Context: an optimization exercise on an open-source flow, tuned for a short achievable clock period and few clock cycles. The choices shown serve that exercise and are no tape-out recipe.
Where RTL was checked, it was by simulation tests only, not by an equivalence proof against the original.
For runs 3 and 4, only the layout was checked, not whether the RTL still works.
No activity file was given, so power comes from the tool's default toggle rates.

File: design/flow/run.sh
#!/bin/bash
# synth_recipe.tcl (not shown) runs the flow's synth.tcl, then flattens the netlist and writes it again
# the make line also repeats each setting of config.mk as NAME=value (left out here)
make -C /OpenROAD-flow-scripts/flow DESIGN_CONFIG=/design/flow/config.mk WORK_HOME=/design/flow/orfs CLKGATE_MAP_FILE= SYNTH_SCRIPT=/design/flow/synth_recipe.tcl finish
File: design/flow/config.mk
export PLATFORM = sky130hd
export DESIGN_NAME = cpu4
export DESIGN_NICKNAME = cpu4
export VERILOG_FILES = /design/flow/design.v
export SDC_FILE = /design/flow/constraint.sdc
export NUM_CORES = 4
export LEC_CHECK = 0
export CAP_MARGIN = 20
export CORE_MARGIN = 2
export CORE_UTILIZATION = 70
export GPL_TIMING_DRIVEN = 1
export SETUP_SLACK_MARGIN = 5
export SLEW_MARGIN = 20
export SYNTH_HIERARCHICAL = 1
export SYNTH_MINIMUM_KEEP_SIZE = 0
File: design/flow/constraint.sdc
create_clock -name core_clock -period 8.0 [get_ports {clk}]
set_input_delay 1.6000 -clock core_clock [delete_from_list [all_inputs] [get_ports {clk}]]
set_output_delay 1.6000 -clock core_clock [all_outputs]
set_load 0.01 [all_outputs]
File: design/flow/design.v
module cpu4(input clk,
            input rst,
            output [7:0] imem_addr,
            input [15:0] imem_data,
            output [7:0] dmem_addr,
            output [15:0] dmem_wdata,
            output dmem_we,
            output dmem_re,
            input [15:0] dmem_rdata,
            output rf_we,
            output [3:0] rf_waddr,
            output [15:0] rf_wdata,
            output halted);
    genvar gi;
    reg [7:0]  pc;            
    reg        halted_r;
    reg        e_valid;       
    reg        e_wr;          
    reg        e_ld;          
    reg        e_ri;          
    reg        e_br;          
    reg        e_pred;        
    reg [5:0]  e_bt;          
    reg [3:0]  e_dst;
    reg [15:0] e_ra;          
    reg [15:0] e_rb;          
    reg [15:0] e_rd;          
    reg [15:0] e_imm;         
    reg        e_fa;          
    reg [3:0]  e_cs;          
    reg [5:0]  e_sb;          
    reg        e_cin;         
    reg [7:0]  e_tgt;         
    reg [7:0]  e_fall;        
    reg        s_pend;        
    reg        s_miss;        
    reg [7:0]  s_redir;       
    reg        e_re_r, e_we_r;
    reg [7:0]  e_daddr;       
    reg [15:0] e_wdata;       
    reg        w_we;
    reg [3:0]  w_addr;
    reg [15:0] w_data;
    reg        w_zero;        
    wire [255:0] rfv;
    wire [15:0] zf;
    wire [15:0] e_a = e_fa ? w_data : e_ra;
    wire [15:0] e_b = ({16{e_sb[0]}} & e_rb) | ({16{e_sb[1]}} & ~e_rb) |
                      ({16{e_sb[2]}} & e_rd) | ({16{e_sb[3]}} & e_imm) |
                      ({16{e_sb[4]}} & w_data) | ({16{e_sb[5]}} & ~w_data);
    wire [15:0] alu;
    cpu4_add16 add(.a(e_a), .b(e_b), .cin(e_cin), .s(alu));
    wire [15:0] e_res = e_ld ? dmem_rdata : alu;
    wire t0, t1, t2;
    wire s0, s1, s2;
    cpu4_brcmp c0(.bt(e_bt), .x(e_ra), .y(e_rd), .taken(t0), .slow(s0));
    cpu4_brcmp c1(.bt(e_bt), .x(w_data), .y(e_rd), .taken(t1), .slow(s1));
    cpu4_brcmp c2(.bt(e_bt), .x(e_ra), .y(w_data), .taken(t2), .slow(s2));
    wire taken = (e_cs[0] & t0) | (e_cs[1] & t1) | (e_cs[2] & t2) | e_cs[3];
    wire taken_s = (e_cs[0] & s0) | (e_cs[1] & s1) | (e_cs[2] & s2);
    wire e_slow = e_bt[4] | e_bt[5];
    wire mispredict2 = s_pend & s_miss;
    wire mispredict = (e_valid & e_br & ~e_slow & (taken ^ e_pred)) | mispredict2;
    wire e_fwd = e_valid & e_wr;
    wire alu_zero = ((e_a ^ e_b) == {e_a[14:0] | e_b[14:0], e_cin});
    wire e_zero = e_ld ? (dmem_rdata == 16'd0) : alu_zero;
    wire za0, za1;
    cpu4_zero16 ez0(.a(e_ra), .b(e_imm), .cin(e_cin), .z(za0));
    cpu4_zero16 ez1(.a(w_data), .b(e_imm), .cin(e_cin), .z(za1));
    wire e_zfwd = e_fa ? za1 : za0;
    generate
        for (gi = 0; gi < 16; gi = gi + 1) begin : R
            reg [15:0] q;
            reg z;
            wire wr = w_we && w_addr == gi;
            always @(posedge clk)
                if (wr) begin
                    q <= w_data;
                    z <= w_zero;
                end
            assign rfv[gi*16 +: 16] = wr ? w_data : q;
            assign zf[gi] = wr ? w_zero : z;
        end
    endgenerate
    wire [3:0] op = imem_data[15:12];
    wire [3:0] rd = imem_data[11:8];
    wire [3:0] ra = imem_data[7:4];
    wire [3:0] rb = imem_data[3:0];
    wire f_ld   = (op == 4'd0);
    wire f_st   = (op == 4'd1);
    wire f_rr   = (op == 4'd2) | (op == 4'd3);
    wire f_ri   = (op == 4'd4) | (op == 4'd5);
    wire f_sub  = (op == 4'd3) | (op == 4'd5);
    wire f_halt = (op == 4'd7);
    wire f_bz   = (op == 4'd8);
    wire f_bnz  = (op == 4'd9);
    wire f_beq  = (op == 4'd13);
    wire f_bneq = (op == 4'd14);
    wire f_blt  = (op == 4'd6);
    wire f_bgt  = (op == 4'd15);
    wire f_cmp  = f_beq | f_bneq | f_blt | f_bgt;    
    wire f_br   = f_bz | f_bnz | f_cmp;
    wire f_wr   = f_ld | f_rr | f_ri;
    wire fa = e_fwd & (e_dst == ra);
    wire fb = e_fwd & (e_dst == rb);
    wire fd = e_fwd & (e_dst == rd);
    wire same = (ra == rd);
    wire back = rb[3];
    wire z_ok = ~fa | e_ri;
    wire zf_ra;
    cpu4_mux16 #(.W(1)) zf_rd(.d(zf), .s(ra), .y(zf_ra));
    wire st_pred = (f_beq & (same | back)) | (f_bneq & ~same) |
                   ((f_blt | f_bgt) & ~same & back);
    wire p_z  = f_bz | st_pred;
    wire p_nz = f_bnz | st_pred;
    wire z_ra;
    cpu4_zget zs(.z_ok(z_ok), .fa(fa), .zpre(e_zfwd), .zf(zf_ra), .z(z_ra));
    wire f_pred = z_ra ? p_z : p_nz;
    wire [15:0] rf_a, rf_b, rf_d;
    cpu4_mux16 #(.W(16)) rd_a(.d(rfv), .s(ra), .y(rf_a));
    cpu4_mux16 #(.W(16)) rd_b(.d(rfv), .s(rb), .y(rf_b));
    cpu4_mux16 #(.W(16)) rd_d(.d(rfv), .s(rd), .y(rf_d));
    wire [15:0] sx16 = {{12{rb[3]}}, rb};
    wire b_imm = f_ri;
    wire b_rd  = f_cmp & ~fd;
    wire b_w   = (f_cmp & fd) | (~f_ri & ~f_cmp & fb & ~f_sub);
    wire b_wn  = ~f_ri & ~f_cmp & fb & f_sub;
    wire b_rb  = ~f_ri & ~f_cmp & ~fb & ~f_sub;
    wire b_rbn = ~f_ri & ~f_cmp & ~fb & f_sub;
    wire [3:0] hi   = pc[7:4];
    wire [3:0] hi_p = hi + 4'd1;
    wire [3:0] hi_m = hi - 4'd1;
    wire [127:0] tgv;
    generate
        for (gi = 0; gi < 16; gi = gi + 1) begin : T
            localparam integer SK = (gi >= 8) ? gi - 16 : gi;
            localparam [4:0] C1 = SK;
            wire [4:0] l1 = {1'b0, pc[3:0]} + C1;
            wire [3:0] h1 = l1[4] ? ((SK < 0) ? hi_m : hi_p) : hi;
            assign tgv[gi*8 +: 8] = {h1, l1[3:0]};    
        end
    endgenerate
    wire [4:0] l3 = {1'b0, pc[3:0]} + 5'd1;
    wire [7:0] pc1 = {l3[4] ? hi_p : hi, l3[3:0]};
    wire [7:0] pc_tgt;
    cpu4_mux16 #(.W(8)) tg(.d(tgv), .s(rb), .y(pc_tgt));
    wire [7:0] e_redir = e_pred ? e_fall : e_tgt;
    wire [7:0] pc_d;
    wire st_wait = f_st & e_valid & e_slow;
    wire hold = f_halt | halted_r | st_wait;
    cpu4_pcnext pm(.z(z_ra), .t1(~hold & p_z), .f1(~hold & ~p_z),
                   .t0(~hold & p_nz), .f0(~hold & ~p_nz), .h(hold),
                   .pc(pc), .tgt(pc_tgt), .pc1(pc1),
                   .m(mispredict | rst), .redir(rst ? 8'd0 : mispredict2 ? s_redir : e_redir),
                   .d(pc_d));
    always @(posedge clk)
        pc <= pc_d;
    wire f_go = ~mispredict & ~f_halt & ~halted_r & ~st_wait;
    always @(posedge clk) begin
        if (rst) begin
            halted_r <= 1'b0;
            s_pend <= 1'b0;
            e_valid <= 1'b0;
            e_re_r <= 1'b0;
            e_we_r <= 1'b0;
            w_we <= 1'b0;
        end else begin
            if (f_halt && !mispredict && !e_fwd && !(e_valid && e_slow))
                halted_r <= 1'b1;
            s_pend <= e_valid & e_slow & ~mispredict2;
            e_valid <= f_go;
            e_re_r <= f_go & f_ld;
            e_we_r <= f_go & f_st;
            w_we <= e_fwd & ~mispredict2;
        end
        e_wr <= f_wr;
        e_ld <= f_ld;
        e_ri <= f_ri;
        e_br <= f_br;
        e_pred <= f_pred;
        e_bt <= {f_bgt, f_blt, f_bneq, f_beq, f_bnz, f_bz};
        e_dst <= rd;
        e_ra <= rf_a;
        e_rb <= rf_b;
        e_rd <= rf_d;
        e_imm <= f_sub ? ~sx16 : sx16;
        e_fa <= fa;
        e_cs <= {f_cmp & fa & fd & f_beq, f_cmp & ~fa & fd,
                 fa & ~(f_cmp & fd), ~fa & ~(f_cmp & fd)};
        e_sb <= {b_wn, b_w, b_imm, b_rd, b_rbn, b_rb};
        e_cin <= f_sub;
        e_tgt <= pc_tgt;
        e_fall <= pc1;
        s_miss <= taken_s ^ e_pred;
        s_redir <= e_redir;
        e_daddr <= fa ? e_res[7:0] : rf_a[7:0];
        e_wdata <= fb ? e_res : rf_b;
        w_addr <= e_dst;
        w_data <= e_res;
        w_zero <= e_zero;
    end
    assign imem_addr = pc;
    assign dmem_addr = e_daddr;
    assign dmem_wdata = e_wdata;
    assign dmem_we = e_we_r;
    assign dmem_re = e_re_r;
    assign rf_we = w_we;
    assign rf_waddr = w_addr;
    assign rf_wdata = w_data;
    assign halted = halted_r;
endmodule
module cpu4_mux16 #(parameter W = 16)
                  (input [16*W-1:0] d,
                   input [3:0] s,
                   output [W-1:0] y);
    assign y = d[s*W +: W];
endmodule
module cpu4_add16(input [15:0] a,
                  input [15:0] b,
                  input cin,
                  output [15:0] s);
    wire [16:0] t = {a, 1'b1} + {b, cin};
    assign s = t[16:1];
endmodule
module cpu4_zget(input z_ok,
                 input fa,
                 input zpre,
                 input zf,
                 output z);
    assign z = z_ok & (fa ? zpre : zf);
endmodule
module cpu4_pcnext(input z,
                   input t1,
                   input f1,
                   input t0,
                   input f0,
                   input h,
                   input [7:0] pc,
                   input [7:0] tgt,
                   input [7:0] pc1,
                   input m,
                   input [7:0] redir,
                   output [7:0] d);
    wire [7:0] d1 = ({8{t1}} & tgt) | ({8{f1}} & pc1) | ({8{h}} & pc);
    wire [7:0] d0 = ({8{t0}} & tgt) | ({8{f0}} & pc1) | ({8{h}} & pc);
    wire [7:0] df = z ? d1 : d0;
    assign d = m ? redir : df;
endmodule
module cpu4_brcmp(input [5:0] bt,
                  input [15:0] x,
                  input [15:0] y,
                  output taken,
                  output slow);
    wire eq   = (x == y);
    wire zero = (x == 16'd0);
    wire lt   = $signed(x) < $signed(y);
    wire gt   = $signed(x) > $signed(y);
    assign taken = (bt[0] & zero) | (bt[1] & ~zero) | (bt[2] & eq) |
                   (bt[3] & ~eq);
    assign slow = (bt[4] & lt) | (bt[5] & gt);
endmodule
module cpu4_zero16(input [15:0] a,
                   input [15:0] b,
                   input cin,
                   output z);
    assign z = ((a ^ b) == {a[14:0] | b[14:0], cin});
endmodule
==> notes.md, run 1 <==
# TYPE chip_impl_metric gauge
chip_impl_metric{name="detail_route.iter0.violations",unit=""} 2524
chip_impl_metric{name="worst_hold_path_depth",unit=""} 0
chip_impl_metric{name="insertion_delay",unit="ps"} 610
chip_impl_info{name="criticalPathCategory",value="reg2reg"} 1
chip_impl_metric{name="num_io_pins",unit=""} 90
chip_impl_metric{name="synth.lib_cells_used.distinct",unit=""} 67
chip_impl_metric{name="clock-sinks",unit=""} 434
chip_impl_metric{name="clk_transition_reported_paths",unit="ps"} 60
chip_impl_metric{name="finish.utilization",unit=""} 0.851
chip_impl_metric{name="tritoncts.num_buffers",unit=""} 45
chip_impl_metric{name="leakage_power_total",unit="nW"} 13.4
chip_impl_metric{name="wire_per_inst",unit="um"} 29.6
chip_impl_metric{name="synth_net_count",unit=""} 2458
chip_impl_info{name="crit-reg2reg-capture",value="pc[7]"} 1
chip_impl_metric{name="fillers",unit=""} 1906
chip_impl_metric{name="layout_worst_path_cycle_share",unit=""} 0.408
chip_impl_metric{name="fp.dieH",unit="um"} 199
chip_impl_metric{name="peakVddDrop",unit="uV"} 189
chip_impl_metric{name="rr_worst_depth",unit=""} 12
chip_impl_metric{name="std_cell_rows",unit=""} 71
chip_impl_info{name="holdPathEnd",value="w_addr[3]"} 1
chip_impl_metric{name="placed_area",unit="mm2"} 0.0274
chip_impl_info{name="cp_cell_sequence",value="ha_1, nand4_1, nor4_4, mux2i_1, nand2_1, a22o_1, o21a_1, o31ai_2, buf_6, buf_4, nor2b_1, a21oi_1"} 1
chip_impl_metric{name="vias_per_cell",unit=""} 7.15
chip_impl_metric{name="grt_first_pass_wirelength",unit="mm"} 126
chip_impl_info{name="setup.worst_path.end_class",value="flop"} 1
chip_impl_metric{name="final_net_count",unit=""} 2614
chip_impl_metric{name="final.min_clock_period",unit="ps"} 3260
chip_impl_metric{name="synthesis_to_finish_area_growth",unit="%"} 20.1
chip_impl_metric{name="drcViolationCount",unit=""} 0
chip_impl_metric{name="fin_worst_skew",unit="ps"} 31.1
chip_impl_metric{name="core_area",unit="mm2"} 0.0375
chip_impl_metric{name="worst_path_largest_cell_delay",unit="ps"} 760
chip_impl_metric{name="cts_hold_buf",unit=""} 0
chip_impl_metric{name="tightest_slew",unit="ps"} 1310
chip_impl_metric{name="share_of_async_settable_or_async_resettable_flops_after_synthesis",unit=""} 0
chip_impl_info{name="synth.area.top_cells",value="sky130_fd_sc_hd__dfxtp_1 (33%), sky130_fd_sc_hd__mux4_2 (15%), sky130_fd_sc_hd__mux2_2 (14%)"} 1
chip_impl_metric{name="finalSetupViolations",unit=""} 0
chip_impl_metric{name="drv_cap",unit=""} 0
chip_impl_metric{name="tns",unit="ps"} 0
chip_impl_metric{name="place.port_buffers",unit=""} 89
chip_impl_info{name="critPathLaunchType",value="flop"} 1
chip_impl_info{name="crit_slowest_cell",value="sky130_fd_sc_hd__dfxtp_1"} 1
chip_impl_info{name="min_from",value="e_dst[3]"} 1
chip_impl_metric{name="die_w",unit="um"} 199
chip_impl_metric{name="synth-warning-count",unit=""} 7
chip_impl_metric{name="max-slew-margin-rel",unit=""} 0.127
chip_impl_info{name="yosys.area.top_type",value="sky130_fd_sc_hd__dfxtp_1"} 1
chip_impl_metric{name="drt-pass1-iter-count",unit=""} 8
chip_impl_metric{name="maximum_number_of_pins_on_one_net_before_global_route_repair",unit=""} 68
chip_impl_metric{name="worst_ep_arrival_time",unit="ps"} 3720
chip_impl_info{name="cts_tree",value="yes"} 1
chip_impl_metric{name="overflow",unit=""} 0
chip_impl_info{name="worst_r2r_startpoint",value="e_ra[5]"} 1
chip_impl_metric{name="wl",unit="mm"} 88.8
chip_impl_metric{name="grt_pass1_vias",unit=""} 20700
chip_impl_metric{name="final_cell_area",unit="mm2"} 0.0319
chip_impl_metric{name="final-max-slew-violation-count",unit=""} 0
chip_impl_metric{name="worstPathRequired",unit="ps"} 8460
chip_impl_metric{name="synth_enable_flop_cells",unit=""} 0
chip_impl_metric{name="drive_gt1_frac",unit=""} 0.413
chip_impl_metric{name="vias",unit=""} 21500
chip_impl_metric{name="cts_max_path_buffers",unit=""} 3
chip_impl_metric{name="critical_path.max_fanout",unit=""} 6
chip_impl_metric{name="final_hold_viol_count",unit=""} 0
chip_impl_metric{name="synth_sequential_area_ratio",unit=""} 0.327
chip_impl_metric{name="grt.total_usage",unit=""} 0.433
chip_impl_metric{name="cts.htree.levels",unit=""} 2
chip_impl_info{name="status",value="no timing/DRC/antenna violations"} 1
chip_impl_info{name="hold_path.class",value="reg2reg"} 1
chip_impl_info{name="setup_repair_after_global_routing_missed_its_margin",value="true"} 1
chip_impl_metric{name="synth.ff_latch_count",unit=""} 434
chip_impl_info{name="yosys_most_used_dff",value="sky130_fd_sc_hd__dfxtp_1"} 1
chip_impl_metric{name="synth_largest_type_area_fraction",unit=""} 0.327
chip_impl_metric{name="initial_core_util",unit=""} 0.708
chip_impl_metric{name="ff2ff_setup_slack",unit="ps"} 4740
chip_impl_metric{name="synth.avg_cell_area",unit="um2"} 11.5
chip_impl_metric{name="detailed_place_hpwl",unit="mm"} 50.1
chip_impl_metric{name="globalplace.congestion",unit=""} 0.992
chip_impl_info{name="synth.cells.most_frequent",value="sky130_fd_sc_hd__dfxtp_1 (434), sky130_fd_sc_hd__mux2_2 (325), sky130_fd_sc_hd__mux4_2 (180)"} 1
chip_impl_info{name="root_buffer",value="sky130_fd_sc_hd__clkbuf_16"} 1
chip_impl_info{name="yosysMostFrequentCell",value="sky130_fd_sc_hd__dfxtp_1"} 1
chip_impl_metric{name="synth_cells",unit=""} 2302
chip_impl_metric{name="post_synthesis_instance_area",unit="mm2"} 0.0266
chip_impl_metric{name="achievable-frequency",unit="GHz"} 0.307
chip_impl_metric{name="ant_nets",unit=""} 0
chip_impl_metric{name="number_of_antenna_violations_at_the_first_check_in_global_routing",unit=""} 3
chip_impl_metric{name="floorplan.die_area",unit="mm2"} 0.0395
chip_impl_metric{name="power_per_standard_cell_area",unit="mW/mm2"} 219
[metrics by stage]
stage	std cells	hold WS, ps	total power [mW]	setup slack (ps)
floorplan	2302	396	3.79	4770
CTS	2970	420	6.73	4950
finish	3003	428	6.99	4740
global route	3002	439	7.20	4660
global placement	2766	416	4.18	3290
detailed placement	2766	418	4.26	3250
[worst max path at each step]
stage | start | end | slack, ps
6_report | e_ra[5] | pc[7] | 4740
4_1_cts | e_ra[14] | pc[6] | 4950
3_5_place_dp | imem_data[5] | pc[3] | 3250
2_1_floorplan | imem_data[5] | pc[6] | 4770
5_1_grt | e_ra[5] | pc[7] | 4660
3_3_place_gp | imem_data[4] | pc[6] | 3290
[flip-flops by register name, summed over array words and instances (netlist names), 6 cells and up]
| register | count |
|---|---|
| R.q | 256 |
| R.z | 16 |
| e_ra | 16 |
| e_rb | 16 |
| e_rd | 16 |
| e_wdata | 16 |
| w_data | 16 |
| e_daddr | 8 |
| e_fall | 8 |
| e_tgt | 8 |
| pc | 8 |
| s_redir | 8 |
| e_bt | 6 |
| e_sb | 6 |
[modules after synthesis (local to each module, per instance), a selection]
module / cells inside / copies in the design / flops+latches
cpu4: 1308 / 1 / 434
cpu4_add16: 96 / 1 / 0
cpu4_brcmp: 72 / 3 / 0
cpu4_pcnext: 58 / 1 / 0
cpu4_zero16: 67 / 2 / 0
cpu4_zget: 2 / 1 / 0
[critical path, delay by kind of cell, from the launching register on]
family | cells | cell delay, ps
and+or+nand+nor | 4 | 830
DFF | 1 | 760
AOI/OAI and AO/OA | 4 | 710
buffers and inverters | 2 | 350
adders and majority gates | 1 | 250
muxes | 1 | 230
[area by class of cell]
cell class              count  area [um2]  share of cell area
diodes                      1        2.50           0.0000784
clock buffers              64        1320              0.0413
clock inverters            16         267             0.00835
inverters                 166         649              0.0204
multi-input cells        1530       17200               0.539
flip-flops and latches    434        8860               0.278
well taps                 511         639              0.0200
repair buffers            281        2960              0.0928
[layout by cell type, fill, tap and decap left out, types with 10 or more instances in the layout]
cell type                         instances
sky130_fd_sc_hd__a22oi_1                108
sky130_fd_sc_hd__nand2b_1                15
sky130_fd_sc_hd__clkbuf_8                10
sky130_fd_sc_hd__dfxtp_4                 40
sky130_fd_sc_hd__mux2_2                 322
sky130_fd_sc_hd__buf_12                  25
sky130_fd_sc_hd__a22oi_2                 22
sky130_fd_sc_hd__mux4_2                 191
sky130_fd_sc_hd__mux4_1                  37
sky130_fd_sc_hd__ha_4                    29
sky130_fd_sc_hd__clkdlybuf4s50_1         17
sky130_fd_sc_hd__dlygate4sd2_1           53
sky130_fd_sc_hd__nand2_2                 11
sky130_fd_sc_hd__xnor2_1                 83
sky130_fd_sc_hd__a21oi_2                 14
sky130_fd_sc_hd__buf_6                   19
sky130_fd_sc_hd__and3_1                  17
sky130_fd_sc_hd__dfxtp_1                376
sky130_fd_sc_hd__a21oi_1                 50
sky130_fd_sc_hd__dfxtp_2                 18
sky130_fd_sc_hd__ha_1                    84
sky130_fd_sc_hd__mux2i_1                 50
sky130_fd_sc_hd__nor3_1                  21
sky130_fd_sc_hd__nand3_1                 18
sky130_fd_sc_hd__nand2_1                101
sky130_fd_sc_hd__nor4_1                  19
sky130_fd_sc_hd__nand4_1                 24
sky130_fd_sc_hd__buf_4                  132
sky130_fd_sc_hd__and2_1                  10
sky130_fd_sc_hd__inv_1                  153
sky130_fd_sc_hd__o21ai_0                 15
sky130_fd_sc_hd__nor2_1                  57
sky130_fd_sc_hd__nor2b_1                 24
sky130_fd_sc_hd__xor2_1                  56
sky130_fd_sc_hd__clkbuf_16               46
[logic make-up after synthesis]
kind of cell | share of synthesized area
muxes | 0.362
DFF | 0.327
xor gates and xnor gates | 0.0470
buffers and inverters | 0.0589
AOI/OAI and AO/OA | 0.0699
and+or+nand+nor | 0.0772
adders and majority gates | 0.0578
[timing repair]
item / CTS / global route
pin swaps: 28 / 35
buffers inserted: 115 / 32
resized for setup: 296 / 168
cloned: 9 / 0
setup endpoints to repair: 160 / 40
[metal layers]
layer	GRT usage	up-vias	routed length (um)	share of wire
li1	-	8873	-	-
met1	0.556	10600	31700	0.36
met2	0.661	1566	39500	0.44
met3	0.114	435	11400	0.13
met4	0.255	4	6140	0.069
met5	0	-	46	0.00052
[power breakdown]
group          total, mW  internal (mW)  switching [mW]
clock               2.27           1.35           0.923
sequential          2.51           2.36           0.154
combinational       2.21           1.05            1.16
Testbench counts, summed over its fixed seeds: cycles 15,983.
==> inputs of run 2 (changes only) <==
--- a/design/flow/config.mk
+++ b/design/flow/config.mk
@@ -7,8 +7,7 @@
 export LEC_CHECK = 0
 export CAP_MARGIN = 20
 export CORE_MARGIN = 2
-export CORE_UTILIZATION = 70
-export GPL_TIMING_DRIVEN = 1
+export CORE_UTILIZATION = 40
 export SETUP_SLACK_MARGIN = 5
 export SLEW_MARGIN = 20
 export SYNTH_HIERARCHICAL = 1
==> run 2 against run 1 <==
Against the previous run: clock-buffer cell count did not move; sequential power is essentially flat; non-clock buffer count rose by 3; power down 0.38%; worst hold slack about the same; first-iteration DRC count down 27%; cell area up 1.5%; critical path depth grew 1; register-to-register slack better by 140 ps; die area is 73% higher; clock power is 2% higher; via count is 5.9% lower.
==> notes.md, run 2 <==
# TYPE chip_impl_metric gauge
chip_impl_info{name="setup_repair_after_global_routing_missed_its_margin",value="true"} 1
chip_impl_metric{name="finalSetupViolations",unit=""} 0
chip_impl_metric{name="place.port_buffers",unit=""} 89
chip_impl_metric{name="worst_ep_arrival_time",unit="ps"} 3630
chip_impl_metric{name="ff2ff_setup_slack",unit="ps"} 4880
chip_impl_metric{name="synth_largest_type_area_fraction",unit=""} 0.327
chip_impl_metric{name="globalplace.congestion",unit=""} 0.890
chip_impl_metric{name="insertion_delay",unit="ps"} 600
chip_impl_metric{name="setup_ws",unit="ps"} 4880
chip_impl_metric{name="grt_pass1_vias",unit=""} 20500
chip_impl_metric{name="share_of_async_settable_or_async_resettable_flops_after_synthesis",unit=""} 0
chip_impl_metric{name="ant_nets",unit=""} 0
chip_impl_info{name="root_buffer",value="sky130_fd_sc_hd__clkbuf_16"} 1
chip_impl_info{name="holdPathEnd",value="w_addr[3]"} 1
chip_impl_info{name="gr-max-usage-layer",value="met2"} 1
chip_impl_metric{name="cts_max_path_buffers",unit=""} 3
chip_impl_info{name="synth.cells.most_frequent",value="sky130_fd_sc_hd__dfxtp_1 (434), sky130_fd_sc_hd__mux2_2 (325), sky130_fd_sc_hd__mux4_2 (180)"} 1
chip_impl_metric{name="drt-pass1-iter-count",unit=""} 5
chip_impl_info{name="worst_r2r_startpoint",value="w_addr[1]"} 1
chip_impl_info{name="status",value="no timing/DRC/antenna violations"} 1
chip_impl_info{name="hold_path.class",value="reg2reg"} 1
chip_impl_metric{name="final_cells",unit=""} 3367
chip_impl_metric{name="rr_worst_depth",unit=""} 13
chip_impl_metric{name="grt_first_pass_wirelength",unit="mm"} 129
chip_impl_info{name="min_from",value="e_dst[3]"} 1
chip_impl_metric{name="wire_per_inst",unit="um"} 25.9
chip_impl_metric{name="post-place-cells",unit=""} 3128
chip_impl_metric{name="detail_route.iter0.violations",unit=""} 1843
chip_impl_metric{name="synth.avg_cell_area",unit="um2"} 11.5
chip_impl_metric{name="floorplan.die_area",unit="mm2"} 0.0685
chip_impl_metric{name="layout_worst_path_cycle_share",unit=""} 0.390
chip_impl_info{name="most_common_cell_after_layout_fill_and_taps_aside",value="sky130_fd_sc_hd__dfxtp_1"} 1
chip_impl_metric{name="vias_per_cell",unit=""} 6.01
chip_impl_metric{name="synth_cells",unit=""} 2302
chip_impl_metric{name="peakVddDrop",unit="uV"} 151
chip_impl_metric{name="drv_cap",unit=""} 0
chip_impl_metric{name="core_area",unit="mm2"} 0.0657
chip_impl_info{name="critPathLaunchType",value="flop"} 1
chip_impl_metric{name="power_frac_comb",unit=""} 0.312
chip_impl_metric{name="synth.ff_latch_count",unit=""} 434
chip_impl_metric{name="clk_transition_reported_paths",unit="ps"} 60
chip_impl_info{name="yosys.area.top_type",value="sky130_fd_sc_hd__dfxtp_1"} 1
chip_impl_metric{name="synthesis_to_finish_area_growth",unit="%"} 22.0
chip_impl_info{name="yosys_most_used_dff",value="sky130_fd_sc_hd__dfxtp_1"} 1
chip_impl_metric{name="synth.lib_cells_used.distinct",unit=""} 67
chip_impl_metric{name="achievable-frequency",unit="GHz"} 0.321
chip_impl_metric{name="multiInputGateArea",unit="mm2"} 0.0170
chip_impl_metric{name="synth_enable_flop_cells",unit=""} 0
chip_impl_metric{name="clock_power_share",unit=""} 0.332
chip_impl_metric{name="max_reg_flops",unit=""} 256
chip_impl_metric{name="gr-usage-met3",unit=""} 0.0589
chip_impl_info{name="yosysMostFrequentCell",value="sky130_fd_sc_hd__dfxtp_1"} 1
chip_impl_metric{name="detailed_place_hpwl",unit="mm"} 54.8
chip_impl_metric{name="worstPathRequired",unit="ps"} 8510
chip_impl_metric{name="die_w",unit="um"} 262
chip_impl_metric{name="std_cell_rows",unit=""} 94
chip_impl_metric{name="leakage_power_total",unit="nW"} 13.4
chip_impl_metric{name="final.min_clock_period",unit="ps"} 3120
chip_impl_info{name="synth.area.top_cells",value="sky130_fd_sc_hd__dfxtp_1 (33%), sky130_fd_sc_hd__mux4_2 (15%), sky130_fd_sc_hd__mux2_2 (14%)"} 1
chip_impl_metric{name="initial_core_util",unit=""} 0.404
chip_impl_info{name="largest_register",value="R.q"} 1
chip_impl_metric{name="cts.htree.levels",unit=""} 2
chip_impl_info{name="final_cell_mix",value="sky130_fd_sc_hd__dfxtp_1 (378), sky130_fd_sc_hd__mux2_2 (324), sky130_fd_sc_hd__mux4_2 (190)"} 1
chip_impl_metric{name="timing.hold.ws",unit="ps"} 428
chip_impl_info{name="criticalPathCategory",value="reg2reg"} 1
chip_impl_metric{name="critical_path.max_fanout",unit=""} 7
chip_impl_metric{name="tightest_slew",unit="ps"} 1130
chip_impl_metric{name="drive_gt1_frac",unit=""} 0.408
chip_impl_info{name="setup.worst_path.end_class",value="flop"} 1
chip_impl_metric{name="sequential_cell_area",unit="mm2"} 0.00885
chip_impl_metric{name="switchingPower",unit="mW"} 2.20
chip_impl_metric{name="num_io_pins",unit=""} 90
chip_impl_metric{name="fillers",unit=""} 5670
chip_impl_metric{name="post-place-ws",unit="ps"} 3230
chip_impl_metric{name="overflow",unit=""} 0
chip_impl_metric{name="final-max-slew-violation-count",unit=""} 0
chip_impl_metric{name="max-slew-margin-rel",unit=""} 0.244
chip_impl_metric{name="fp.dieH",unit="um"} 262
chip_impl_metric{name="synth_net_count",unit=""} 2458
chip_impl_metric{name="wl",unit="mm"} 87.2
chip_impl_metric{name="power.share.switching",unit=""} 0.315
chip_impl_metric{name="vias",unit=""} 20200
chip_impl_metric{name="fin_worst_skew",unit="ps"} 36.9
chip_impl_metric{name="placed_area",unit="mm2"} 0.0279
chip_impl_info{name="crit-reg2reg-capture",value="pc[0]"} 1
chip_impl_metric{name="groute.layer.met2.usage",unit=""} 0.411
chip_impl_metric{name="synth-warning-count",unit=""} 7
chip_impl_metric{name="tritoncts.num_buffers",unit=""} 47
chip_impl_metric{name="synth_sequential_area_ratio",unit=""} 0.327
chip_impl_info{name="cts_tree",value="yes"} 1
chip_impl_metric{name="grt.total_usage",unit=""} 0.253
chip_impl_metric{name="internal-power",unit="mW"} 4.77
chip_impl_metric{name="power_per_standard_cell_area",unit="mW/mm2"} 215
chip_impl_metric{name="post_synthesis_instance_area",unit="mm2"} 0.0266
chip_impl_metric{name="worst_hold_path_depth",unit=""} 0
chip_impl_metric{name="tns",unit="ps"} 0
chip_impl_metric{name="share_seq_of_total_power",unit=""} 0.356
chip_impl_metric{name="final_cell_area",unit="mm2"} 0.0324
chip_impl_metric{name="number_of_antenna_violations_at_the_first_check_in_global_routing",unit=""} 6
chip_impl_metric{name="drcViolationCount",unit=""} 0
chip_impl_metric{name="maximum_number_of_pins_on_one_net_before_global_route_repair",unit=""} 51
chip_impl_metric{name="final_net_count",unit=""} 2619
chip_impl_metric{name="final_hold_viol_count",unit=""} 0
chip_impl_metric{name="clock-sinks",unit=""} 434
chip_impl_metric{name="grt_util_met1",unit=""} 0.317
-- run 2: cell counts after synthesis --
No cell type changed its count.
-- run 2: critical path: stages, from the launching register on --
cell and delay [ps]:
sky130_fd_sc_hd__dfxtp_2 360, sky130_fd_sc_hd__nand3b_1 220, sky130_fd_sc_hd__buf_4 180, sky130_fd_sc_hd__nor2_2 160, sky130_fd_sc_hd__buf_12 130, sky130_fd_sc_hd__mux2_2 330, sky130_fd_sc_hd__mux4_2 460, sky130_fd_sc_hd__mux2i_2 170
sky130_fd_sc_hd__mux2i_2 160, sky130_fd_sc_hd__mux2i_2 240, sky130_fd_sc_hd__nor2b_4 100, sky130_fd_sc_hd__nor2b_4 170, sky130_fd_sc_hd__a22o_1 240, sky130_fd_sc_hd__a21oi_2 120
-- run 2: logic make-up (layout without fill, tap and decap cells) --
kind of cell / after synthesis / count (layout) / synth area share
flip-flops: 434 / 434 / 0.327
XOR/XNOR: 141 / 141 / 0.0470
buffers and inverters: 338 / 536 / 0.0589
adder cells (fa/ha/maj): 122 / 122 / 0.0578
multiplexers: 617 / 617 / 0.362
other: 0 / 3 / 0
AO/OA/AOI/OAI: 270 / 270 / 0.0699
AND/OR/NAND/NOR: 380 / 380 / 0.0772
-- run 2: how the worst max path moves through the flow --
stage / from / to / slack (ps) / depth (start not counted)
floorplan: imem_data[5] / pc[6] / 4770 / 11
global placement: imem_data[7] / pc[6] / 3240 / 8
detailed placement: imem_data[7] / pc[7] / 3230 / 8
CTS: w_data[2] / pc[7] / 4960 / 14
global route: w_addr[1] / pc[1] / 4790 / 13
finish: w_addr[1] / pc[0] / 4880 / 13
-- run 2: modules after synthesis, one instance, submodules excluded, a selection --
module	flip-flops and latches	times used	cells inside	area [um2]
cpu4_zero16	0	2	67	487
cpu4_pcnext	0	1	58	379
cpu4	434	1	1308	15900
cpu4_brcmp	0	3	72	529
cpu4_add16	0	1	96	724
cpu4_zget	0	1	2	16.3
-- run 2: layer usage --
| layer | part of all wire | routed length (um) | vias to the layer above |
|---|---|---|---|
| li1 | - | - | 8894 |
| met3 | 0.086 | 7450 | 267 |
| met5 | 0.00083 | 72 | - |
| met2 | 0.47 | 40700 | 970 |
| met4 | 0.051 | 4480 | 4 |
| met1 | 0.40 | 34500 | 10100 |
-- run 2: cell type report --
class,instances,area share
Clock buffer,64,0.0423
Inverter,166,0.0195
Timing Repair Buffer,284,0.0966
Multi-Input combinational cell,1530,0.526
Antenna cell,3,0.000232
Tap cell,864,0.0334
Clock inverter,22,0.00850
Sequential cell,434,0.273
-- run 2: power by group through the flow --
stage | clock (mW) | combinational [mW] | sequential (mW)
finish | 2.31 | 2.17 | 2.48
global route | 2.42 | 2.33 | 2.50
CTS | 2.34 | 2.06 | 2.48
detailed placement | 0 | 1.71 | 2.58
global placement | 0 | 1.66 | 2.58
floorplan | 0 | 1.30 | 2.49
-- run 2: timing repair --
action,4_1_cts,5_1_grt
endpoints found under the setup margin,170,49
hold buffers,0,0
gates cloned,12,1
setup buffers,122,15
pin swaps,31,12
gates resized for setup,343,106
-- run 2: metrics by stage --
step / utilization / power (mW)
6_report: 0.493 / 6.96
3_3_place_gp: 0.425 / 4.23
4_1_cts: 0.485 / 6.88
5_1_grt: 0.493 / 7.24
2_1_floorplan: - / 3.79
3_5_place_dp: 0.425 / 4.30
==> inputs of run 3 (changes only) <==
--- a/design/flow/design.v
+++ b/design/flow/design.v
@@ -39,6 +39,7 @@
     reg [7:0]  e_daddr;       
     reg [15:0] e_wdata;       
     reg        w_we;
+    reg [15:0] w_oh;          
     reg [3:0]  w_addr;
     reg [15:0] w_data;
     reg        w_zero;        
@@ -72,7 +73,7 @@
         for (gi = 0; gi < 16; gi = gi + 1) begin : R
             reg [15:0] q;
             reg z;
-            wire wr = w_we && w_addr == gi;
+            wire wr = w_oh[gi];
             always @(posedge clk)
                 if (wr) begin
                     q <= w_data;
@@ -155,6 +156,12 @@
                    .d(pc_d));
     always @(posedge clk)
         pc <= pc_d;
+    wire [7:0] e_daddr_d;
+    wire [15:0] e_wdata_d;
+    cpu4_fwd3 #(.W(8)) fwd_ad(.alu(alu[7:0]), .ld(dmem_rdata[7:0]), .rf(rf_a[7:0]),
+                              .sa(fa & ~e_ld), .sl(fa & e_ld), .y(e_daddr_d));
+    cpu4_fwd3 #(.W(16)) fwd_wd(.alu(alu), .ld(dmem_rdata), .rf(rf_b),
+                               .sa(fb & ~e_ld), .sl(fb & e_ld), .y(e_wdata_d));
     wire f_go = ~mispredict & ~f_halt & ~halted_r & ~st_wait;
     always @(posedge clk) begin
         if (rst) begin
@@ -164,6 +171,7 @@
             e_re_r <= 1'b0;
             e_we_r <= 1'b0;
             w_we <= 1'b0;
+            w_oh <= 16'd0;
         end else begin
             if (f_halt && !mispredict && !e_fwd && !(e_valid && e_slow))
                 halted_r <= 1'b1;
@@ -172,6 +180,7 @@
             e_re_r <= f_go & f_ld;
             e_we_r <= f_go & f_st;
             w_we <= e_fwd & ~mispredict2;
+            w_oh <= {16{e_fwd & ~mispredict2}} & (16'd1 << e_dst);
         end
         e_wr <= f_wr;
         e_ld <= f_ld;
@@ -193,8 +202,8 @@
         e_fall <= pc1;
         s_miss <= taken_s ^ e_pred;
         s_redir <= e_redir;
-        e_daddr <= fa ? e_res[7:0] : rf_a[7:0];
-        e_wdata <= fb ? e_res : rf_b;
+        e_daddr <= e_daddr_d;
+        e_wdata <= e_wdata_d;
         w_addr <= e_dst;
         w_data <= e_res;
         w_zero <= e_zero;
@@ -265,3 +274,12 @@
                    output z);
     assign z = ((a ^ b) == {a[14:0] | b[14:0], cin});
 endmodule
+module cpu4_fwd3 #(parameter W = 16)
+                 (input [W-1:0] alu,
+                  input [W-1:0] ld,
+                  input [W-1:0] rf,
+                  input sa,
+                  input sl,
+                  output [W-1:0] y);
+    assign y = ({W{sa}} & alu) | ({W{sl}} & ld) | ({W{~sa & ~sl}} & rf);
+endmodule
==> run 3 against run 2 <==
Against the previous run: highest routed layer unchanged; still clean on timing, DRC and antenna; area after synthesis increased by 2.3%; maximum frequency about the same; via count grew 3.6%; critical path depth rose by 5; die area rose by 2.2%.
==> notes.md, run 3 <==
# TYPE chip_impl_metric gauge
chip_impl_info{name="setup_repair_after_global_routing_missed_its_margin",value="true"} 1
chip_impl_metric{name="std_cell_rows",unit=""} 95
chip_impl_metric{name="finalSetupViolations",unit=""} 0
chip_impl_metric{name="yosys.area_share.xor_xnor",unit=""} 0.0460
chip_impl_info{name="most_common_cell_after_layout_fill_and_taps_aside",value="sky130_fd_sc_hd__dfxtp_1"} 1
chip_impl_metric{name="switchingPower",unit="mW"} 2.27
chip_impl_metric{name="max-slew-margin-rel",unit=""} 0.442
chip_impl_metric{name="wl_met2",unit="mm"} 41.3
chip_impl_info{name="final_cell_mix",value="sky130_fd_sc_hd__dfxtp_1 (397), sky130_fd_sc_hd__mux2_2 (302), sky130_fd_sc_hd__mux4_2 (185)"} 1
chip_impl_info{name="yosys_most_used_dff",value="sky130_fd_sc_hd__dfxtp_1"} 1
chip_impl_metric{name="vias_per_cell",unit=""} 6.15
chip_impl_info{name="synth.cells.most_frequent",value="sky130_fd_sc_hd__dfxtp_1 (450), sky130_fd_sc_hd__mux2_2 (304), sky130_fd_sc_hd__mux4_2 (180)"} 1
chip_impl_metric{name="synth_net_count",unit=""} 2521
chip_impl_metric{name="drive_gt1_frac",unit=""} 0.367
chip_impl_metric{name="power_frac_comb",unit=""} 0.326
chip_impl_metric{name="tns",unit="ps"} 0
chip_impl_metric{name="post_synthesis_instance_area",unit="mm2"} 0.0272
chip_impl_info{name="cts_tree",value="yes"} 1
chip_impl_info{name="synth.area.top_cells",value="sky130_fd_sc_hd__dfxtp_1 (33%), sky130_fd_sc_hd__mux4_2 (15%), sky130_fd_sc_hd__mux2_2 (13%)"} 1
chip_impl_metric{name="clock-sinks",unit=""} 450
chip_impl_metric{name="share_seq_of_total_power",unit=""} 0.361
chip_impl_metric{name="synth_mux_area_frac",unit=""} 0.344
chip_impl_metric{name="cts_max_path_buffers",unit=""} 3
chip_impl_info{name="worst_r2r_startpoint",value="w_data[7]"} 1
chip_impl_metric{name="core_area",unit="mm2"} 0.0672
chip_impl_metric{name="synth_enable_flop_cells",unit=""} 0
chip_impl_info{name="crit_slowest_cell",value="sky130_fd_sc_hd__a222oi_1"} 1
chip_impl_metric{name="drcViolationCount",unit=""} 0
chip_impl_info{name="yosys.area.top_type",value="sky130_fd_sc_hd__dfxtp_1"} 1
chip_impl_metric{name="synth_cells",unit=""} 2365
chip_impl_metric{name="grt_pass1_vias",unit=""} 20400
chip_impl_metric{name="post-place-ws",unit="ps"} 3360
chip_impl_info{name="status",value="no timing/DRC/antenna violations"} 1
chip_impl_metric{name="vias",unit=""} 21000
chip_impl_info{name="largest_register",value="R.q"} 1
chip_impl_metric{name="synth_largest_type_area_fraction",unit=""} 0.332
chip_impl_metric{name="sequential_cell_area",unit="mm2"} 0.00916
chip_impl_metric{name="drv_cap",unit=""} 0
chip_impl_metric{name="initial_core_util",unit=""} 0.404
chip_impl_metric{name="worst_ep_arrival_time",unit="ps"} 3580
chip_impl_info{name="startpoint",value="w_data[7]"} 1
chip_impl_info{name="root_buffer",value="sky130_fd_sc_hd__clkbuf_16"} 1
chip_impl_metric{name="fillers",unit=""} 5820
chip_impl_metric{name="power_per_standard_cell_area",unit="mW/mm2"} 219
chip_impl_metric{name="grt_first_pass_wirelength",unit="mm"} 133
chip_impl_metric{name="achievable-frequency",unit="GHz"} 0.321
chip_impl_metric{name="final.min_clock_period",unit="ps"} 3120
chip_impl_metric{name="drt-pass1-iter-count",unit=""} 5
chip_impl_metric{name="share_of_async_settable_or_async_resettable_flops_after_synthesis",unit=""} 0
chip_impl_metric{name="wire_per_inst",unit="um"} 26.7
chip_impl_metric{name="detailed_place_hpwl",unit="mm"} 55.5
chip_impl_info{name="hold_path.class",value="reg2reg"} 1
chip_impl_metric{name="fin_worst_skew",unit="ps"} 37.5
chip_impl_metric{name="overflow",unit=""} 0
chip_impl_metric{name="tightest_slew",unit="ps"} 836
chip_impl_metric{name="final_net_count",unit=""} 2652
chip_impl_info{name="worst_path_dominant_cell_family",value="buffers and inverters"} 1
chip_impl_metric{name="critical_path_buf_inv_count",unit=""} 10
chip_impl_metric{name="synthesis_to_finish_area_growth",unit="%"} 19.5
chip_impl_metric{name="leakage_power_total",unit="nW"} 13.6
chip_impl_metric{name="peakVddDrop",unit="uV"} 152
chip_impl_metric{name="layout_worst_path_cycle_share",unit=""} 0.390
chip_impl_metric{name="grt.total_usage",unit=""} 0.252
chip_impl_metric{name="synth-warning-count",unit=""} 7
chip_impl_metric{name="num_io_pins",unit=""} 90
chip_impl_metric{name="maximum_number_of_pins_on_one_net_before_global_route_repair",unit=""} 67
chip_impl_metric{name="worst_path_largest_cell_delay",unit="ps"} 380
chip_impl_metric{name="synth.avg_cell_area",unit="um2"} 11.5
chip_impl_metric{name="final-max-slew-violation-count",unit=""} 0
chip_impl_metric{name="critical_path.max_fanout",unit=""} 5
chip_impl_metric{name="wirelength_met1",unit="mm"} 36.9
chip_impl_info{name="setup.worst_path.end_class",value="flop"} 1
chip_impl_metric{name="number_of_antenna_violations_at_the_first_check_in_global_routing",unit=""} 9
chip_impl_metric{name="multiInputGateArea",unit="mm2"} 0.0171
chip_impl_metric{name="post_synthesis_share_of_cell_area_spent_on_full_adders_half_adders_and_majority_gates",unit=""} 0.0565
chip_impl_info{name="min_from",value="R[3].z"} 1
chip_impl_metric{name="wl",unit="mm"} 90.9
chip_impl_metric{name="tritoncts.num_buffers",unit=""} 47
chip_impl_metric{name="power.share.switching",unit=""} 0.318
chip_impl_metric{name="insertion_delay",unit="ps"} 620
chip_impl_info{name="yosysMostFrequentCell",value="sky130_fd_sc_hd__dfxtp_1"} 1
chip_impl_metric{name="internal-power",unit="mW"} 4.86
chip_impl_info{name="critPathLaunchType",value="flop"} 1
chip_impl_metric{name="place.port_buffers",unit=""} 89
chip_impl_metric{name="dr_wl_met3",unit="mm"} 8.37
chip_impl_metric{name="synth_sequential_area_ratio",unit=""} 0.332
chip_impl_metric{name="globalplace.congestion",unit=""} 0.917
chip_impl_metric{name="fp.dieH",unit="um"} 265
chip_impl_metric{name="synth.lib_cells_used.distinct",unit=""} 74
chip_impl_metric{name="synthSimpleGateAreaFrac",unit=""} 0.0750
chip_impl_info{name="combinational_family_with_the_most_area_after_synthesis",value="multiplexers"} 1
chip_impl_metric{name="setup_ws",unit="ps"} 4880
chip_impl_info{name="top_layer",value="met5"} 1
chip_impl_metric{name="synth.ff_latch_count",unit=""} 450
chip_impl_metric{name="area_fraction_in_compound_gates_after_synthesis",unit=""} 0.0854
chip_impl_info{name="critPathMostFrequentCell",value="sky130_fd_sc_hd__buf_6"} 1
chip_impl_metric{name="floorplan.die_area",unit="mm2"} 0.0700
chip_impl_metric{name="max_reg_flops",unit=""} 256
chip_impl_metric{name="clk_transition_reported_paths",unit="ps"} 60
chip_impl_metric{name="final_hold_viol_count",unit=""} 0
chip_impl_metric{name="detail_route.iter0.violations",unit=""} 2227
chip_impl_info{name="criticalPathCategory",value="reg2reg"} 1
chip_impl_metric{name="worstPathRequired",unit="ps"} 8460
chip_impl_metric{name="cts.htree.levels",unit=""} 2
chip_impl_metric{name="die_w",unit="um"} 265
chip_impl_metric{name="cts_hold_buf",unit=""} 0
chip_impl_metric{name="ant_nets",unit=""} 0
chip_impl_info{name="cp_cell_sequence",value="buf_8, clkinv_4, ha_4, nand4_1, buf_4, buf_6, buf_6, buf_6, buf_6, buf_6, buf_6, buf_6, nor3_4, o31ai_4, o2111ai_2, nand2_1, a222oi_1, xnor2_1"} 1
chip_impl_metric{name="clock_power_share",unit=""} 0.313
[run 3: cell count changes after synthesis, sizes merged, moves of 8 or more]
cell	before	now
a21oi	70	79
a22o	7	31
mux2	328	304
nor2	70	61
clkbuf	66	84
nand2	113	121
nand3	20	29
a21o	7	31
dfxtp	434	450
[run 3: Yosys stat by module, one instance, submodules excluded, excerpt]
module | cells inside | flops+latches | cell area (um2) | copies in the design
cpu4_zero16 | 67 | 0 | 487 | 2
cpu4_add16 | 96 | 0 | 724 | 1
cpu4_zget | 2 | 0 | 16.3 | 1
cpu4_brcmp | 72 | 0 | 529 | 3
cpu4 | 1314 | 450 | 16000 | 1
cpu4_pcnext | 58 | 0 | 379 | 1
[run 3: power groups by stage]
stage	Sequential (mW)	Combinational [mW]	Clock (mW)
after floorplan	2.58	1.34	0
after global placement	2.67	1.71	0
after detailed placement	2.68	1.76	0
after CTS	2.58	2.16	2.26
after global routing	2.59	2.48	2.34
final	2.58	2.32	2.23
[run 3: final cells by class]
class,count,area share
Antenna cell,2,0.000154
Timing Repair Buffer,273,0.0907
Tap cell,873,0.0336
Multi-Input combinational cell,1560,0.526
Sequential cell,450,0.282
Inverter,164,0.0196
Clock inverter,10,0.00432
Clock buffer,72,0.0434
[run 3: worst reg2reg max path: cells and delay by family, from the launching register on]
| family | cells | cell delay, ps |
|---|---|---|
| AOI/OAI and AO/OA | 3 | 590 |
| DFF | 1 | 360 |
| xor gates and xnor gates | 1 | 130 |
| and+or+nand+nor | 3 | 480 |
| buffers and inverters | 10 | 1120 |
| adders and majority gates | 1 | 270 |
[run 3: what timing repair did]
action | CTS | global route
setup endpoints to repair | 145 | 49
gates cloned | 11 | 2
buffers inserted | 98 | 27
gates resized for setup | 289 | 105
pin swaps | 31 | 38
endpoints found under the hold margin | 0 | 0
[run 3: routing by layer]
layer | vias to the layer above | track usage
met3 | 247 | 0.0550
li1 | 9055 | -
met2 | 1061 | 0.398
met4 | 10 | 0.111
met5 | - | 0
met1 | 10600 | 0.332
[run 3: logic make-up after synthesis]
kind of cell    after synthesis
simple gates                376
compound gates              328
fa+ha+maj                   122
buf+inv                     355
flops                       450
xor+xnor                    141
mux                         593
[run 3: final timing paths]
kind	to	slack (ps)	cells past startpoint
worst max-delay path	s_miss	4880	18
worst min-delay path	R[3].z	470	1
worst max register to register	s_miss	4880	18
worst min register to register	R[3].z	470	1
[run 3: stage by stage]
stage	hold WS, ps	area (um2)	power, mW	instances	util
6_report	471	32500	7.13	3404	0.484
5_1_grt	489	32500	7.41	3403	0.483
3_5_place_dp	461	28400	4.44	3182	0.423
4_1_cts	476	31800	7.00	3373	0.474
2_1_floorplan	326	27200	3.92	2365	-
3_3_place_gp	452	28400	4.38	3182	0.423
==> inputs of run 4 (changes only) <==
==> design/flow/flow/run.sh (new file) <==
#!/bin/bash
# Standard ORFS layout; timing repair aims for a tighter setup margin.
set -o pipefail
bash standard.sh finish SETUP_SLACK_MARGIN=5.4 > standard.log 2>&1
==> design/flow/standard.sh (new file) <==
#!/bin/bash
# synth_recipe.tcl (not shown) runs the flow's synth.tcl, then flattens the netlist and writes it again
# the make line also repeats each setting of config.mk as NAME=value (left out here)
make -C /OpenROAD-flow-scripts/flow DESIGN_CONFIG=/design/flow/config.mk WORK_HOME=/design/flow/orfs CLKGATE_MAP_FILE= SYNTH_SCRIPT=/design/flow/synth_recipe.tcl "${@:-finish}"
removed: design/flow/run.sh
==> run 4 against run 3 <==
Against the previous run: utilization increased by 3.1 points; sequential share of layout area decreased by 1.4 points; synthesized cell count unchanged; sequential power about the same; maximum frequency about the same; power increased by 3.9%; non-clock buffer count increased by 98; worst hold slack improved by 3.5 ps.
==> notes.md, run 4 <==
# TYPE chip_impl_metric gauge
chip_impl_info{name="crit_slowest_cell",value="sky130_fd_sc_hd__dfxtp_1"} 1
chip_impl_metric{name="drt-pass1-iter-count",unit=""} 5
chip_impl_metric{name="worst_path_largest_cell_delay",unit="ps"} 460
chip_impl_info{name="root_buffer",value="sky130_fd_sc_hd__clkbuf_16"} 1
chip_impl_metric{name="drive_gt1_frac",unit=""} 0.473
chip_impl_metric{name="finalSetupViolations",unit=""} 0
chip_impl_metric{name="synthesis_to_finish_area_growth",unit="%"} 27.3
chip_impl_metric{name="grt.total_usage",unit=""} 0.269
chip_impl_metric{name="num_io_pins",unit=""} 90
chip_impl_metric{name="globalplace.congestion",unit=""} 0.931
chip_impl_metric{name="final.min_clock_period",unit="ps"} 3110
chip_impl_metric{name="core_area",unit="mm2"} 0.0672
chip_impl_metric{name="drcViolationCount",unit=""} 0
chip_impl_info{name="critPathLaunchType",value="flop"} 1
chip_impl_metric{name="fillers",unit=""} 5549
chip_impl_metric{name="place.port_buffers",unit=""} 89
chip_impl_metric{name="share_of_async_settable_or_async_resettable_flops_after_synthesis",unit=""} 0
chip_impl_metric{name="die_w",unit="um"} 265
chip_impl_metric{name="synth_cells",unit=""} 2365
chip_impl_metric{name="critical_path_buf_inv_count",unit=""} 2
chip_impl_info{name="cts_tree",value="yes"} 1
chip_impl_info{name="yosys_most_used_dff",value="sky130_fd_sc_hd__dfxtp_1"} 1
chip_impl_metric{name="fin_worst_skew",unit="ps"} 23.1
chip_impl_info{name="cp_cell_sequence",value="buf_12, dlygate4sd2_1"} 1
chip_impl_metric{name="final_net_count",unit=""} 2753
chip_impl_metric{name="synth_sequential_area_ratio",unit=""} 0.332
chip_impl_metric{name="peakVddDrop",unit="uV"} 172
chip_impl_info{name="final_cell_mix",value="sky130_fd_sc_hd__dfxtp_1 (362), sky130_fd_sc_hd__mux2_2 (303), sky130_fd_sc_hd__mux4_2 (225)"} 1
chip_impl_info{name="most_common_cell_after_layout_fill_and_taps_aside",value="sky130_fd_sc_hd__dfxtp_1"} 1
chip_impl_metric{name="grt_pass1_vias",unit=""} 21500
chip_impl_metric{name="final-max-slew-violation-count",unit=""} 0
chip_impl_info{name="criticalPathCategory",value="reg2out"} 1
chip_impl_metric{name="achievable-frequency",unit="GHz"} 0.321
chip_impl_info{name="yosysMostFrequentCell",value="sky130_fd_sc_hd__dfxtp_1"} 1
chip_impl_metric{name="clk_transition_reported_paths",unit="ps"} 60
chip_impl_metric{name="synth.ff_latch_count",unit=""} 450
chip_impl_metric{name="layout_worst_path_cycle_share",unit=""} 0.389
chip_impl_info{name="yosys.area.top_type",value="sky130_fd_sc_hd__dfxtp_1"} 1
chip_impl_metric{name="worstPathRequired",unit="ps"} 6400
chip_impl_metric{name="insertion_delay",unit="ps"} 610
chip_impl_metric{name="cts_max_path_buffers",unit=""} 3
chip_impl_metric{name="critical_path.max_fanout",unit=""} 11
chip_impl_metric{name="setup_ws",unit="ps"} 4890
chip_impl_metric{name="vias_per_cell",unit=""} 6.19
chip_impl_metric{name="placed_area",unit="mm2"} 0.0284
chip_impl_metric{name="maximum_number_of_pins_on_one_net_before_global_route_repair",unit=""} 66
chip_impl_metric{name="cts_hold_buf",unit=""} 0
chip_impl_metric{name="post-place-ws",unit="ps"} 3440
chip_impl_metric{name="drv_cap",unit=""} 0
chip_impl_metric{name="std_cell_rows",unit=""} 95
chip_impl_metric{name="post_synthesis_instance_area",unit="mm2"} 0.0272
chip_impl_metric{name="number_of_antenna_violations_at_the_first_check_in_global_routing",unit=""} 1
chip_impl_metric{name="initial_core_util",unit=""} 0.404
chip_impl_metric{name="synth_largest_type_area_fraction",unit=""} 0.332
chip_impl_metric{name="power_per_standard_cell_area",unit="mW/mm2"} 214
chip_impl_metric{name="final_cells",unit=""} 3508
chip_impl_metric{name="cts.htree.levels",unit=""} 2
chip_impl_metric{name="synth-warning-count",unit=""} 7
chip_impl_metric{name="max-slew-margin-rel",unit=""} 0.546
chip_impl_metric{name="synth_net_count",unit=""} 2521
chip_impl_metric{name="number_of_diodes_added_for_antenna_fixing",unit=""} 0
chip_impl_metric{name="worst_ep_arrival_time",unit="ps"} 1510
chip_impl_metric{name="synth.lib_cells_used.distinct",unit=""} 74
chip_impl_metric{name="wire_per_inst",unit="um"} 27.9
chip_impl_info{name="setup_repair_after_global_routing_missed_its_margin",value="true"} 1
chip_impl_metric{name="tns",unit="ps"} 0
chip_impl_metric{name="finish.utilization",unit=""} 0.515
chip_impl_metric{name="detail_route.iter0.violations",unit=""} 2480
chip_impl_metric{name="final_hold_viol_count",unit=""} 0
chip_impl_metric{name="final_cell_area",unit="mm2"} 0.0346
chip_impl_metric{name="detailed_place_hpwl",unit="mm"} 57.0
chip_impl_info{name="worst_path_dominant_cell_family",value="buffers and inverters"} 1
chip_impl_info{name="largest_register",value="R.q"} 1
chip_impl_metric{name="max_reg_flops",unit=""} 256
chip_impl_info{name="setup.worst_path.end_class",value="output port"} 1
chip_impl_metric{name="overflow",unit=""} 0
chip_impl_metric{name="synth.avg_cell_area",unit="um2"} 11.5
chip_impl_metric{name="synth_enable_flop_cells",unit=""} 0
chip_impl_metric{name="clock-sinks",unit=""} 450
chip_impl_metric{name="leakage_power_total",unit="nW"} 14.2
chip_impl_metric{name="fp.dieH",unit="um"} 265
chip_impl_metric{name="grt_first_pass_wirelength",unit="mm"} 140
chip_impl_metric{name="post-place-cells",unit=""} 3185
chip_impl_metric{name="ant_nets",unit=""} 0
chip_impl_metric{name="wl",unit="mm"} 97.9
chip_impl_metric{name="tightest_slew",unit="ps"} 681
chip_impl_metric{name="tritoncts.num_buffers",unit=""} 49
chip_impl_info{name="status",value="no timing/DRC/antenna violations"} 1
chip_impl_metric{name="floorplan.die_area",unit="mm2"} 0.0700
chip_impl_metric{name="vias",unit=""} 21700
chip_impl_info{name="synth.cells.most_frequent",value="sky130_fd_sc_hd__dfxtp_1 (450), sky130_fd_sc_hd__mux2_2 (304), sky130_fd_sc_hd__mux4_2 (180)"} 1
chip_impl_info{name="hold_path.class",value="reg2reg"} 1
chip_impl_info{name="synth.area.top_cells",value="sky130_fd_sc_hd__dfxtp_1 (33%), sky130_fd_sc_hd__mux4_2 (15%), sky130_fd_sc_hd__mux2_2 (13%)"} 1
==> run 4: cell types whose count changed in the layout (fill, tap and decap cells not counted), sizes merged <==
cell / before / now
clkinvlp: 4 / 6
clkdlybuf4s15: 10 / 3
dlymetal6s2s: 1 / 0
clkdlybuf4s50: 16 / 13
buf: 181 / 327
bufinv: 2 / 1
and2: 14 / 15
clkbuf: 81 / 91
clkinv: 5 / 4
bufbuf: 10 / 9
dlygate4sd2: 46 / 7
diode: 2 / 0
==> run 4: metrics by stage <==
step	power, mW	hold WS (ps)
floorplan	3.96	326
global placement	4.40	452
detailed placement	4.47	461
CTS	7.22	476
global route	7.68	486
finish	7.41	475
==> run 4: worst paths after layout <==
kind             start      endpoint  slack (ps)  cells after the start
max              pc[6]  imem_addr[6]        4890                      2
min             R[8].z        R[8].z         470                      1
max reg2reg  w_data[9]         pc[6]        4890                     15
min reg2reg     R[8].z        R[8].z         470                      1
==> run 4: modules after synthesis, one instance, submodules excluded, excerpt <==
module / area (um2) / copies in the design / cells
cpu4_add16: 724 / 1 / 96
cpu4_zget: 16.3 / 1 / 2
cpu4_zero16: 487 / 2 / 67
cpu4_pcnext: 379 / 1 / 58
cpu4_brcmp: 529 / 3 / 72
cpu4: 16000 / 1 / 1314
==> run 4: area by class of cell <==
| class | count | area (um2) | share of cell area |
|---|---|---|---|
| clock buffers | 79 | 1520 | 0.0440 |
| flip-flops and latches | 450 | 9250 | 0.268 |
| inverters | 164 | 637 | 0.0184 |
| multi-input cells | 1561 | 17500 | 0.506 |
| repair buffers | 371 | 4460 | 0.129 |
| clock inverters | 10 | 120 | 0.00347 |
| well taps | 873 | 1090 | 0.0316 |
==> run 4: power by group <==
part / switching [mW] / total (mW) / leakage [nW] / internal, mW
clock: 0.974 / 2.31 / 0.794 / 1.34
sequential: 0.145 / 2.59 / 3.71 / 2.45
combinational: 1.25 / 2.50 / 9.67 / 1.25
==> run 4: what timing repair did <==
action | CTS | global route
gates resized for setup | 654 | 156
gates cloned | 24 | 8
setup buffers | 161 | 41
pin swaps | 60 | 71
setup endpoints to repair | 189 | 132
==> run 4: cell families after synthesis <==
family | share of synthesized area
multiplexers | 0.344
flip-flops | 0.332
AND/OR/NAND/NOR | 0.0750
buffers and inverters | 0.0613
AO/OA/AOI/OAI | 0.0854
XOR/XNOR | 0.0460
adder cells (fa/ha/maj) | 0.0565
==> run 4: metal layers <==
metal	track usage	wire length, um	up-vias
met1	0.352	38900	11000
met3	0.0485	9320	288
met2	0.429	44500	1229
met5	0	14	-
li1	-	-	9240
met4	0.129	5110	2

==> what the ideal ports hide <==
The flow's constraints put no driver on any port. The routed layouts listed below were extracted and timed again, unchanged, in two steps.
Step 1 assumes that a clkbuf_16 drives the clock port and a buf_2 every other input.
Step 2, shift: input delay + t, output delay - t, t = (earliest + latest rising clock arrival at the registers) / 2. This alone moves slack from input paths to output paths.
a / b / c = ideal ports / drivers / drivers and shift; a / b = the first two.
run | t (ns) | setup WS [ns] | worst register clock-pin slew, ns
run 1 | 0.643 | 4.739 / 4.739 / 4.129 | 0.07 / 0.07
run 2 | 0.649 | 4.882 / 4.806 / 4.157 | 0.07 / 0.07
run 3 | 0.662 | 4.883 / 4.874 / 4.212 | 0.07 / 0.07
run 4 | 0.663 | 4.886 / 4.824 / 4.280 | 0.06 / 0.06
After both steps every run listed still meets setup and hold. The setup slack of run 2, which loses most, moves by -0.076 ns with the drivers and by -0.725 ns with both steps.
